This is an optimization exercise on Yosys and OpenROAD, whose aim is small area, not a production implementation. Power and IR drop assume default switching activity.

==> inputs of trial 9 <==
// APP
module APP(
  input CLK,
  input CLR,
  input CE,
  input BTN_START,
  input BTN_MIN_P,
  input BTN_MIN_M,
  input BTN_SEC_P,
  input BTN_SEC_M,
  output [7:0] E,
  output [7:0] Q
);
  wire tick, stick, nb;
  wire [2:0] sl;
  wire k_run, k_mp, k_mm, k_sp, k_sm;
  wire [3:0] su, m0, m1, m2;
  wire [2:0] st;
  wire running;
  DOWN_CNT time_base (.CLK(CLK), .CLR(CLR), .CE(CE), .TICK(tick), .STICK(stick), .NBLINK(nb), .SL(sl));
  RING_CNT db_run (.CLK(CLK), .CLR(CLR), .CE(tick), .S_IN(BTN_START), .KEY_UP(k_run));
  SWITCH_DEBOUNCER db_mp (.CLK(CLK), .CLR(CLR), .CE(tick), .NCE(~tick), .S_IN(BTN_MIN_P), .KEY_UP(k_mp));
  SWITCH_DEBOUNCER db_mm (.CLK(CLK), .CLR(CLR), .CE(tick), .NCE(~tick), .S_IN(BTN_MIN_M), .KEY_UP(k_mm));
  SWITCH_DEBOUNCER db_sp (.CLK(CLK), .CLR(CLR), .CE(tick), .NCE(~tick), .S_IN(BTN_SEC_P), .KEY_UP(k_sp));
  SWITCH_DEBOUNCER db_sm (.CLK(CLK), .CLR(CLR), .CE(tick), .NCE(~tick), .S_IN(BTN_SEC_M), .KEY_UP(k_sm));
  CNTDOWN_TIMER timer (
    .CLK(CLK), .CLR(CLR), .TICK(tick), .STICK(stick),
    .K_RUN(k_run), .K_MP(k_mp), .K_MM(k_mm), .K_SP(k_sp), .K_SM(k_sm),
    .SU(su), .ST(st), .M0(m0), .M1(m1), .M2(m2), .RUNNING(running)
  );
  DISP_7SEG_DRV disp (
    .CLK(CLK), .CLR(CLR), .CE(CE), .TICK(tick), .SL(sl), .DPN(running | nb),
    .SU(su), .ST(st), .M0(m0), .M1(m1), .M2(m2), .E(E), .Q(Q)
  );
endmodule
==> module DOWN_CNT, before the edit <==
module DOWN_CNT (
  input CLK,
  input CLR,
  input CE,
  output TICK,
  output STICK,
  output NBLINK,
  output [2:0] SL
);
  reg [3:0] rc;
  reg [9:0] ms;
  reg nb;
  wire [4:0] rcc;
  wire [10:0] msc;
  assign rcc[0] = CE;
  assign msc[0] = rcc[4];
  genvar i;
  generate
    for (i = 0; i < 4; i = i + 1) begin : g_rc
      assign rcc[i+1] = rcc[i] & rc[i];
    end
    for (i = 0; i < 10; i = i + 1) begin : g_ms
      assign msc[i+1] = msc[i] & ms[i];
    end
  endgenerate
  assign TICK = rcc[4];
  assign STICK = msc[10];
  assign NBLINK = nb;
  assign SL = ms[2:0];
  always @(posedge CLK or posedge CLR) begin
    if (CLR) begin
      rc <= 4'd6;
      ms <= 10'd24;
      nb <= 1'b0;
    end
    else begin
      rc <= (rc ^ rcc[3:0]) | {1'b0, TICK, TICK, 1'b0};
      ms <= (ms ^ msc[9:0]) | {5'b0, STICK, STICK, 3'b0};
      nb <= nb ^ STICK;
    end
  end
endmodule
==> module SWITCH_DEBOUNCER, before the edit <==
module SWITCH_DEBOUNCER (
  input CLK,
  input CLR,
  input CE,
  input NCE,   
  input S_IN,
  output KEY_UP
);
  localparam [10:0] S3 = 11'd7;        
  localparam [10:0] SLAST = 11'd766;   
  localparam [10:0] SWRAP = 11'd1136;  
  reg [10:0] v;
  wire inc = CE & S_IN;
  wire last = (v == SLAST);
  wire [10:0] nxt = last ? SWRAP : {v[9:0], ~(v[10] ^ v[8])};
  assign KEY_UP = CE & ((v == S3) | last);
  always @(posedge CLK or posedge CLR) begin
    if (CLR)
      v <= 11'd0;
    else
      v <= ({11{inc}} & nxt) | ({11{NCE}} & v);
  end
endmodule
==> module DISP_7SEG_DRV, before the edit <==
module DISP_7SEG_DRV (
  input CLK,
  input CLR,
  input CE,
  input TICK,
  input [2:0] SL,
  input DPN,
  input [3:0] SU,
  input [2:0] ST,
  input [3:0] M0,
  input [3:0] M1,
  input [3:0] M2,
  output [7:0] E,
  output [7:0] Q
);
  reg started;
  always @(posedge CLK or posedge CLR) begin
    if (CLR)
      started <= 1'b0;
    else if (TICK)
      started <= 1'b1;
  end
  assign E = ~{1'b0, CE & (SL == 3'd7), CE & (SL == 3'd6), CE & (SL == 3'd5),
               2'b00, CE & (SL == 3'd2), CE & (SL == 3'd1)};
  reg [3:0] dd;
  reg ddp;
  always @(posedge CLK) begin
    case (SL)
      3'd1: dd <= SU;
      3'd2: dd <= {1'b0, ST};
      3'd5: dd <= M0;
      3'd6: dd <= M1;
      3'd7: dd <= M2;
      3'd0: dd <= started ? 4'h0 : 4'hF;
      default: dd <= 4'h0;
    endcase
    ddp <= (started | (|SL)) & DPN;
  end
  HEX_TO_7SEG hex_to_7seg (.IN(dd), .DP(ddp), .Q(Q));
endmodule
==> module APP, before the edit <==
module APP(
  input CLK,
  input CLR,
  input CE,
  input BTN_START,
  input BTN_MIN_P,
  input BTN_MIN_M,
  input BTN_SEC_P,
  input BTN_SEC_M,
  output [7:0] E,
  output [7:0] Q
);
  wire tick, stick, nb;
  wire [2:0] sl;
  wire k_run, k_mp, k_mm, k_sp, k_sm;
  wire [3:0] su, m0, m1, m2;
  wire [2:0] st;
  wire running;
  DOWN_CNT time_base (.CLK(CLK), .CLR(CLR), .CE(CE), .TICK(tick), .STICK(stick), .NBLINK(nb), .SL(sl));
  RING_CNT db_run (.CLK(CLK), .CLR(CLR), .CE(tick), .S_IN(BTN_START), .KEY_UP(k_run));
  SWITCH_DEBOUNCER db_mp (.CLK(CLK), .CLR(CLR), .CE(tick), .NCE(~tick), .S_IN(BTN_MIN_P), .KEY_UP(k_mp));
  SWITCH_DEBOUNCER db_mm (.CLK(CLK), .CLR(CLR), .CE(tick), .NCE(~tick), .S_IN(BTN_MIN_M), .KEY_UP(k_mm));
  SWITCH_DEBOUNCER db_sp (.CLK(CLK), .CLR(CLR), .CE(tick), .NCE(~tick), .S_IN(BTN_SEC_P), .KEY_UP(k_sp));
  SWITCH_DEBOUNCER db_sm (.CLK(CLK), .CLR(CLR), .CE(tick), .NCE(~tick), .S_IN(BTN_SEC_M), .KEY_UP(k_sm));
  CNTDOWN_TIMER timer (
    .CLK(CLK), .CLR(CLR), .TICK(tick), .STICK(stick),
    .K_RUN(k_run), .K_MP(k_mp), .K_MM(k_mm), .K_SP(k_sp), .K_SM(k_sm),
    .SU(su), .ST(st), .M0(m0), .M1(m1), .M2(m2), .RUNNING(running)
  );
  DISP_7SEG_DRV disp (
    .CLK(CLK), .CLR(CLR), .CE(CE), .TICK(tick), .SL(sl), .DPN(running | nb),
    .SU(su), .ST(st), .M0(m0), .M1(m1), .M2(m2), .E(E), .Q(Q)
  );
endmodule
==> flow/config.mk <==
export PLATFORM = sky130hd
export DESIGN_NAME = APP
export DESIGN_NICKNAME = APP
export VERILOG_FILES = /design/flow/design.v
export SDC_FILE = /design/flow/constraint.sdc
export NUM_CORES = 4
export LEC_CHECK = 0
export CAP_MARGIN = 20
export CORE_MARGIN = 2
export CORE_UTILIZATION = 40
export CTS_BUF_LIST = sky130_fd_sc_hd__clkbuf_8
export SLEW_MARGIN = 20
==> flow/constraint.sdc <==
create_clock -name core_clock -period 20.0 [get_ports {CLK}]
set_input_delay 4.0000 -clock core_clock [delete_from_list [all_inputs] [get_ports {CLK}]]
set_output_delay 4.0000 -clock core_clock [all_outputs]
set_load 0.01 [all_outputs]
run.sh (not shown) runs the stock make flow with config.mk's settings and CLKGATE_MAP_FILE= SYNTH_SCRIPT=/design/flow/synth_recipe.tcl, a recipe that flattens the netlist after the stock synthesis.
==> inputs of trial 68, as changes to trial 9 <==
--- a/flow/design.v
+++ b/flow/design.v
@@ -7,12 +7,12 @@
   output STICK,
-  output NBLINK,
-  output [2:0] SL
+  output NBLINK
 );
   reg [3:0] rc;
+  wire [4:0] rcc;
+  assign rcc[0] = CE;
+  assign TICK = CE & rc[3] & rc[0];
   reg [9:0] ms;
-  reg nb;
-  wire [4:0] rcc;
   wire [10:0] msc;
-  assign rcc[0] = CE;
-  assign msc[0] = rcc[4];
+  assign msc[0] = TICK;
+  assign STICK = TICK & (&ms[9:5]) & (&ms[2:0]);
   genvar i;
@@ -26,10 +26,8 @@
   endgenerate
-  assign TICK = rcc[4];
-  assign STICK = msc[10];
+  reg nb;
   assign NBLINK = nb;
-  assign SL = ms[2:0];
   always @(posedge CLK or posedge CLR) begin
     if (CLR) begin
-      rc <= 4'd6;
-      ms <= 10'd24;
+      rc <= 4'd0;
+      ms <= 10'd0;
       nb <= 1'b0;
@@ -37,4 +35,4 @@
     else begin
-      rc <= (rc ^ rcc[3:0]) | {1'b0, TICK, TICK, 1'b0};
-      ms <= (ms ^ msc[9:0]) | {5'b0, STICK, STICK, 3'b0};
+      rc <= TICK ? 4'd0 : rc ^ rcc[3:0];
+      ms <= STICK ? 10'd0 : ms ^ msc[9:0];
       nb <= nb ^ STICK;
@@ -48,3 +46,2 @@
   input CE,
-  input NCE,   
   input S_IN,
@@ -52,10 +49,15 @@
 );
-  localparam [10:0] S3 = 11'd7;        
-  localparam [10:0] SLAST = 11'd766;   
-  localparam [10:0] SWRAP = 11'd1136;  
   reg [10:0] v;
   wire inc = CE & S_IN;
-  wire last = (v == SLAST);
-  wire [10:0] nxt = last ? SWRAP : {v[9:0], ~(v[10] ^ v[8])};
-  assign KEY_UP = CE & ((v == S3) | last);
+  wire clr = CE & ~S_IN;
+  wire last = v[10] & v[8] & v[7] & v[6] & v[5];
+  wire [11:0] c;
+  assign c[0] = inc;
+  genvar i;
+  generate
+    for (i = 0; i < 11; i = i + 1) begin : g_inc
+      assign c[i+1] = c[i] & v[i];
+    end
+  endgenerate
+  assign KEY_UP = CE & ((v == 11'd3) | last);
   always @(posedge CLK or posedge CLR) begin
@@ -63,4 +65,8 @@
       v <= 11'd0;
+    else if (clr)
+      v <= 11'd0;
+    else if (inc & last)
+      v <= 11'd1435;
     else
-      v <= ({11{inc}} & nxt) | ({11{NCE}} & v);
+      v <= v ^ c[10:0];
   end
@@ -136,3 +142,2 @@
   input TICK,
-  input [2:0] SL,
   input DPN,
@@ -146,11 +151,16 @@
 );
-  reg started;
-  always @(posedge CLK or posedge CLR) begin
-    if (CLR)
-      started <= 1'b0;
-    else if (TICK)
-      started <= 1'b1;
-  end
-  assign E = ~{1'b0, CE & (SL == 3'd7), CE & (SL == 3'd6), CE & (SL == 3'd5),
-               2'b00, CE & (SL == 3'd2), CE & (SL == 3'd1)};
+  reg [2:0] sl;
+  reg sh;
+  always @(posedge CLK or posedge CLR) begin
+    if (CLR) begin
+      sl <= 3'd0;
+      sh <= 1'b0;
+    end
+    else if (TICK) begin
+      sl <= sl + 3'd1;
+      sh <= &sl;
+    end
+  end
+  assign E = ~{1'b0, CE & (sl == 3'd7), CE & (sl == 3'd6), CE & (sl == 3'd5),
+               2'b00, CE & (sl == 3'd2), CE & (sl == 3'd1)};
   reg [3:0] dd;
@@ -158,3 +168,3 @@
   always @(posedge CLK) begin
-    case (SL)
+    case (sl)
       3'd1: dd <= SU;
@@ -164,6 +174,6 @@
       3'd7: dd <= M2;
-      3'd0: dd <= started ? 4'h0 : 4'hF;
+      3'd0: dd <= sh ? 4'h0 : 4'hF;
       default: dd <= 4'h0;
     endcase
-    ddp <= (started | (|SL)) & DPN;
+    ddp <= (sh | (|sl)) & DPN;
   end
@@ -249,3 +259,2 @@
   wire tick, stick, nb;
-  wire [2:0] sl;
   wire k_run, k_mp, k_mm, k_sp, k_sm;
@@ -254,8 +263,8 @@
   wire running;
-  DOWN_CNT time_base (.CLK(CLK), .CLR(CLR), .CE(CE), .TICK(tick), .STICK(stick), .NBLINK(nb), .SL(sl));
+  DOWN_CNT time_base (.CLK(CLK), .CLR(CLR), .CE(CE), .TICK(tick), .STICK(stick), .NBLINK(nb));
   RING_CNT db_run (.CLK(CLK), .CLR(CLR), .CE(tick), .S_IN(BTN_START), .KEY_UP(k_run));
-  SWITCH_DEBOUNCER db_mp (.CLK(CLK), .CLR(CLR), .CE(tick), .NCE(~tick), .S_IN(BTN_MIN_P), .KEY_UP(k_mp));
-  SWITCH_DEBOUNCER db_mm (.CLK(CLK), .CLR(CLR), .CE(tick), .NCE(~tick), .S_IN(BTN_MIN_M), .KEY_UP(k_mm));
-  SWITCH_DEBOUNCER db_sp (.CLK(CLK), .CLR(CLR), .CE(tick), .NCE(~tick), .S_IN(BTN_SEC_P), .KEY_UP(k_sp));
-  SWITCH_DEBOUNCER db_sm (.CLK(CLK), .CLR(CLR), .CE(tick), .NCE(~tick), .S_IN(BTN_SEC_M), .KEY_UP(k_sm));
+  SWITCH_DEBOUNCER db_mp (.CLK(CLK), .CLR(CLR), .CE(tick), .S_IN(BTN_MIN_P), .KEY_UP(k_mp));
+  SWITCH_DEBOUNCER db_mm (.CLK(CLK), .CLR(CLR), .CE(tick), .S_IN(BTN_MIN_M), .KEY_UP(k_mm));
+  SWITCH_DEBOUNCER db_sp (.CLK(CLK), .CLR(CLR), .CE(tick), .S_IN(BTN_SEC_P), .KEY_UP(k_sp));
+  SWITCH_DEBOUNCER db_sm (.CLK(CLK), .CLR(CLR), .CE(tick), .S_IN(BTN_SEC_M), .KEY_UP(k_sm));
   CNTDOWN_TIMER timer (
@@ -266,3 +275,3 @@
   DISP_7SEG_DRV disp (
-    .CLK(CLK), .CLR(CLR), .CE(CE), .TICK(tick), .SL(sl), .DPN(running | nb),
+    .CLK(CLK), .CLR(CLR), .CE(CE), .TICK(tick), .DPN(running | nb),
     .SU(su), .ST(st), .M0(m0), .M1(m1), .M2(m2), .E(E), .Q(Q)
- CTS_BUF_LIST: sky130_fd_sc_hd__clkbuf_8 -> default
==> results.txt <==
- FFs & Latches: between 90 and 100
- Cell Count, Final, Fillers Out: 734
- Met1 usage: 0.216
- M3 GR Usage: 0.0242
- Final nets: ~590
- PD cells: ~120 nW/um2
- Logic pwr share: 0.374
- DRT met1 WL: about 5.1 mm
- Status: finished clean
- Clk cell area share: 0.0317
- Vias per cell: approximately 5.4
- Fill count: about 1,200
- Worst path max stage delay: around 0.55 ns
the above is filed under trial 9

==> results.txt <==
- Final nets: ~660
- Fill count: roughly 1,400
- PD cells: between 100 and 150 nW/um2
- DRT met1 WL: 5.28 mm
- Status: finished clean
- Required @ worst endpoint: 16.00 ns
- Clk latency of the worst-skew pair: approximately 0.35 ns
- FFs & Latches: 94
- Vias per cell: approximately 5.5
- Final Cycle Share: 0.472
- Core box area: about 14,000 um2
- M3 GR Usage: 0.0253
- Clk cell area share: 0.0439
- Cell Count, Final, Fillers Out: between 700 and 800
- Worst path max stage delay: 0.59 ns
- Met1 usage: 0.205
the above is filed under trial 68

No run of this note included a check of the RTL's function; only the layout flow was run.

==> port drivers added, routing unchanged <==
How much do the figures lean on ideal ports? The routed layouts below were timed once more, with nothing changed but the port constraints.
Step 1, drivers: a clkbuf_16 drives CLK and a buf_2 each remaining input, both assumed.
Step 2 moves the port delays by t, midway between the first and last clock arrival at a register: inputs arrive t later, outputs are due t later. That takes back most of the time a late clock gives input paths.
Slacks: ideal ports / drivers / drivers and shift; pairs: ideal ports / drivers.
run	t, ns	setup WS [ns]	worst setup path after step 2	clock arrival spread, ns	worst data-port slew with drivers (ns)
trial 9	0.403	10.670 / 10.642 / 10.642	input to output	0.013 / 0.014	0.03
trial 68	0.382	10.562 / 10.535 / 10.535	input to output	0.004 / 0.005	0.04
After both steps every run listed still meets setup and hold. For trial 9, which loses most, drivers alone change the setup slack by -0.028 ns; drivers and shift together by -0.028 ns.
